Source: an optimization exercise on an open RTL-to-GDS flow (aim: small area). Production flows keep margins and buffers that such runs may drop. Only simulation tests tie the RTL to the original design; equivalence was not proved. The flow treats the clock pin as an ideal source. Dropping or thinning the clock tree relies on that and would not hold on a real chip.

Setup of P:
==> flow/design.v (excerpt) <==
module top_module(
    input wire i_clk,
    input wire i_rst,
    input wire i_btn_hours,
    input wire i_btn_minutes,
    output wire [6:0] o_seg,
    output wire [3:0] o_an,
    output wire [15:0] o_leds
);
    wire [5:0] w_n;        
    wire       w_first;    
    wire       w_tick;
    wire       w_even50;
    wire       w_btn_h_clean, w_btn_m_clean;
    wire [1:0] w_ht;
    wire [3:0] w_hu;
    wire [2:0] w_mt;
    wire [3:0] w_mu;
    wire       w_pwm_off, w_anim_on;
    wire [3:0] w_pos;
    ssd_multiplex display_inst (
        .i_clk(i_clk), .i_rst(i_rst),
        .i_d0(w_mu), .i_d1({1'b0, w_mt}), .i_d2(w_hu), .i_d3({2'b00, w_ht}),
        .i_first(w_first), .o_n(w_n),
        .o_seg(o_seg), .o_an(o_an)
    );
    clock_divider clkdiv_inst (
        .i_clk(i_clk), .i_rst(i_rst), .i_n(w_n[1:0]), .o_tick(w_tick), .o_even50(w_even50)
    );
    debounce db_hour (
        .i_clk(i_clk), .i_rst(i_rst), .i_btn_in(i_btn_hours), .o_btn_out(w_btn_h_clean)
    );
    debounce db_min (
        .i_clk(i_clk), .i_rst(i_rst), .i_btn_in(i_btn_minutes), .o_btn_out(w_btn_m_clean)
    );
    clock_logic clock_inst (
        .i_clk(i_clk), .i_tick(w_tick), .i_rst(i_rst),
        .i_inc_hours(w_btn_h_clean), .i_inc_minutes(w_btn_m_clean),
        .o_ht(w_ht), .o_hu(w_hu), .o_mt(w_mt), .o_mu(w_mu)
    );
    led_controller led_ctrl (
        .i_clk(i_clk), .i_rst(i_rst),
        .i_ht(w_ht), .i_hu(w_hu),
        .i_n(w_n), .i_even50(w_even50),
        .o_first(w_first), .o_pwm_off(w_pwm_off), .o_anim_on(w_anim_on)
    );
    led_animator animator (
        .i_clk(i_clk), .i_rst(i_rst), .i_n(w_n[3:0]), .o_pos(w_pos)
    );
    pwm_led pwm_inst (
        .i_pwm_off(w_pwm_off), .i_anim_on(w_anim_on), .i_pos(w_pos),
        .o_leds(o_leds)
    );
endmodule
For scale: roughly 51 flip-flops, about 31 I/O pins, roughly 2300 sq um of cells after synthesis.
==> flow/config.mk <==
export PLATFORM = sky130hd
export DESIGN_NAME = top_module
export DESIGN_NICKNAME = top_module
export VERILOG_FILES = /design/flow/design.v
export SDC_FILE = /design/flow/constraint.sdc
export NUM_CORES = 4
export LEC_CHECK = 0
export ABC_AREA = 1
export CAP_MARGIN = 20
export CORE_MARGIN = 2
export CORE_UTILIZATION = 40
export SLEW_MARGIN = 20
==> flow/constraint.sdc <==
create_clock -name core_clock -period 10.0 [get_ports {i_clk}]
set_input_delay 2.0000 -clock core_clock [delete_from_list [all_inputs] [get_ports {i_clk}]]
set_output_delay 2.0000 -clock core_clock [all_outputs]
set_load 0.01 [all_outputs]
standard.sh (not shown) runs the stock make flow with config.mk's settings and CLKGATE_MAP_FILE= SYNTH_SCRIPT=/design/flow/synth_recipe.tcl, a recipe that flattens the netlist after the stock synthesis.
==> flow/flow/run.sh <==
#!/bin/bash
# Layout flow: the standard ORFS flow with these changes.
#  - Synthesis: the standard script (synth_recipe.tcl), but without the
#    half/full-adder extraction and with an area-oriented ABC script
#    (flow/abc_area.script, tried with several seeds by flow/abc_multi.tcl).
#    Registers and their names are unchanged.
#  - Port buffers: buf_1 instead of the default buffer cell.
#  - Before global placement (flow/pre_gplace.tcl) the high-fanout reset
#    inverter becomes inv_2 (same area as inv_1, twice the drive).
# Each tool's output goes to the ORFS logs under orfs/logs, and make's own
# output to flow_make.log in the work folder.
set -euo pipefail
WORK=$PWD
ORFS_RESULTS=$WORK/orfs/results/${FLOW_PLATFORM}/top_module/base

# synthesis script: the standard flow's, with the ABC call replaced by flow/abc_multi.tcl
# (the ABC area script run with several deepsyn seeds; the smallest result
# is kept)
{
  head -n 1 "$WORK/synth_recipe.tcl"
  echo "set ::abc_script_dir $WORK/flow"
  echo "source $WORK/flow/abc_multi.tcl"
  tail -n +2 "$WORK/synth_recipe.tcl"
} > "$WORK/flow_synth.tcl"

export BUFFER_PORTS_ARGS="-buffer_cell sky130_fd_sc_hd__buf_1"
export PRE_GLOBAL_PLACE_TCL="$WORK/flow/pre_gplace.tcl"
export POST_CTS_TCL="$WORK/flow/post_cts.tcl"
export FLOW_CLK_SLEW_TARGET_PS=120
export CTS_ARGS="-sink_clustering_enable -repair_clock_nets -dont_use_dummy_load -buf_list {sky130_fd_sc_hd__clkbuf_2 sky130_fd_sc_hd__clkbuf_4 sky130_fd_sc_hd__clkbuf_8}"

MAKE_ARGS=(-C "$FLOW_HOME" DESIGN_CONFIG="$WORK/config.mk" WORK_HOME="$WORK/orfs"
  CLKGATE_MAP_FILE= ADDER_MAP_FILE= SYNTH_SCRIPT="$WORK/flow_synth.tcl")
make "${MAKE_ARGS[@]}" synth > "$WORK/flow_make.log" 2>&1

if grep -E '^ *sky130_fd_sc_hd__df[a-z0-9_]+ +_[0-9]+_ ' "$ORFS_RESULTS/1_2_yosys.v" > "$WORK/unnamed_flops.txt"; then
  echo "flip-flops without register names:" >&2
  cat "$WORK/unnamed_flops.txt" >&2
  exit 1
fi

make "${MAKE_ARGS[@]}" finish >> "$WORK/flow_make.log" 2>&1

: # left out here: write the final layout as DEF
==> flow/flow/post_cts.tcl <==
# After CTS: the clock tree is one root buffer (the only cell the clock
# port drives) feeding leaf buffers that feed the flip-flops. Each of these
# buffers is replaced by an inverter (two inverting levels keep the clock's
# polarity at every flip-flop; nets and connections stay as CTS made them),
# and each inverter gets the smallest size that keeps every flip-flop clock
# pin's estimated slew under FLOW_CLK_SLEW_TARGET_PS. The root is sized
# first, against leaves at their largest size.
set block [ord::get_db_block]
set target [expr {$::env(FLOW_CLK_SLEW_TARGET_PS) * 1e-3}] ;# ns, the STA user unit
set sizes {sky130_fd_sc_hd__inv_2 sky130_fd_sc_hd__inv_4 sky130_fd_sc_hd__inv_6 sky130_fd_sc_hd__inv_8 sky130_fd_sc_hd__inv_12 sky130_fd_sc_hd__inv_16}

proc out_net {inst} {
  foreach it [$inst getITerms] { if {[$it isOutputSignal]} { return [$it getNet] } }
  return {}
}
proc in_net {inst} {
  foreach it [$inst getITerms] { if {[$it isInputSignal]} { return [$it getNet] } }
  return {}
}
# replace a buffer by an inverter of master m at the same place, same nets
proc to_inverter {inst m} {
  set block [ord::get_db_block]
  set a [in_net $inst]
  set y [out_net $inst]
  set name [$inst getName]
  set loc [$inst getLocation]
  set orient [$inst getOrient]
  odb::dbInst_destroy $inst
  set new [odb::dbInst_create $block [[ord::get_db] findMaster $m] $name]
  $new setOrient $orient
  $new setLocation [lindex $loc 0] [lindex $loc 1]
  $new setPlacementStatus PLACED
  [$new findITerm A] connect $a
  [$new findITerm Y] connect $y
  return $new
}
proc worst_sink_slew {net} {
  set w 0
  foreach it [$net getITerms] {
    if {![$it isInputSignal]} { continue }
    set pin [get_pins [[$it getInst] getName]/[[$it getMTerm] getName]]
    foreach p {slew_max_rise slew_max_fall} {
      set s [get_property $pin $p]
      if {$s > $w} { set w $s }
    }
  }
  return $w
}
proc try_sizes {inst nets sizes target} {
  foreach m $sizes {
    $inst swapMaster [[ord::get_db] findMaster $m]
    estimate_parasitics -placement
    set w 0
    foreach n $nets { set w [expr {max($w, [worst_sink_slew $n])}] }
    if {$w <= $target} { return "$m [format %.1f [expr {$w * 1e3}]]ps" }
  }
  return "[lindex $sizes end] (over target)"
}

set clk_net [[$block findBTerm i_clk] getNet]
set roots {}
foreach it [$clk_net getITerms] { if {[$it isInputSignal]} { lappend roots [$it getInst] } }
if {[llength $roots] == 1} {
  set root [lindex $roots 0]
  set leaves {}
  foreach it [[out_net $root] getITerms] {
    set inst [$it getInst]
    if {$inst ne $root && [string match "sky130_fd_sc_hd__clkbuf_*" [[$inst getMaster] getName]]} { lappend leaves $inst }
  }
  # every leaf must be a buffer that drives only flip-flop clock pins
  set ok [expr {[llength $leaves] > 0}]
  foreach l $leaves {
    foreach it [[out_net $l] getITerms] {
      if {[$it getInst] ne $l && ![string match "sky130_fd_sc_hd__df*" [[[$it getInst] getMaster] getName]]} { set ok 0 }
    }
  }
  if {$ok} {
    set new_leaves {}
    foreach l $leaves { lappend new_leaves [to_inverter $l [lindex $sizes end]] }
    set root [to_inverter $root [lindex $sizes 0]]
    set leaf_nets {}
    foreach l $new_leaves { lappend leaf_nets [out_net $l] }
    puts "post_cts: root [$root getName] -> [try_sizes $root $leaf_nets $sizes $target]"
    foreach l $new_leaves {
      puts "post_cts: leaf [$l getName] -> [try_sizes $l [list [out_net $l]] $sizes $target]"
    }
    detailed_placement
    check_placement -verbose
    estimate_parasitics -placement
    report_clock_skew
  } else {
    puts "post_cts: clock tree not in the expected form, left as CTS made it"
  }
}
Other scripts of this flow, unchanged in this note and not shown: flow/flow/abc_area.script, flow/flow/abc_multi.tcl, flow/flow/pre_gplace.tcl
Input changes introduced in Q (baseline for comparison: P):
diff --git a/flow/flow/run.sh b/flow/flow/run.sh
--- a/flow/flow/run.sh
+++ b/flow/flow/run.sh
@@ -28,3 +28,3 @@
 export POST_CTS_TCL="$WORK/flow/post_cts.tcl"
-export FLOW_CLK_SLEW_TARGET_PS=120
+export FLOW_CLK_SLEW_TARGET_PS=126
 export CTS_ARGS="-sink_clustering_enable -repair_clock_nets -dont_use_dummy_load -buf_list {sky130_fd_sc_hd__clkbuf_2 sky130_fd_sc_hd__clkbuf_4 sky130_fd_sc_hd__clkbuf_8}"
--- outcome ---
Looking at the reports, Q completed the entire flow and the layout it produced met the timing, design-rule and antenna checks.
P -> Q: share of cell area taken by multi-input logic gates flat
Diff Q..P | flip-flop and latch count | unchanged
Comparing Q with P, the post-layout minimum cycle time came out essentially unchanged.
| design area | Q vs P | ≈ equal |
Relative area change from synthesis to final layout delta (P -> Q): insignificant
In every run of this note, the design's own scripts or RTL, not TritonCTS, make the clock network.

-- afterwards: timing with drivers on the ports --
The results above use ideal ports. As a check the final layouts listed here were re-extracted and re-timed, cells and wires unchanged. Step 1, drivers: a clkbuf_16 drives i_clk and a buf_2 each remaining input, both assumed. Step 2 times the ports against the registers' clock, not the clock port: input delays grow and output delays shrink by t, the midpoint of the rising clock arrivals with the driver on. Slacks: ideal ports / drivers / drivers and shift; pairs: ideal ports / drivers.
run	t (ns)	setup WS [ns]	slew at the worst register clock pin (ns)
P	0.259	5.234 / 5.204 / 5.463	0.10 / 0.10
Q	0.255	5.233 / 5.203 / 5.458	0.11 / 0.11
After both steps every run listed still meets setup and hold.
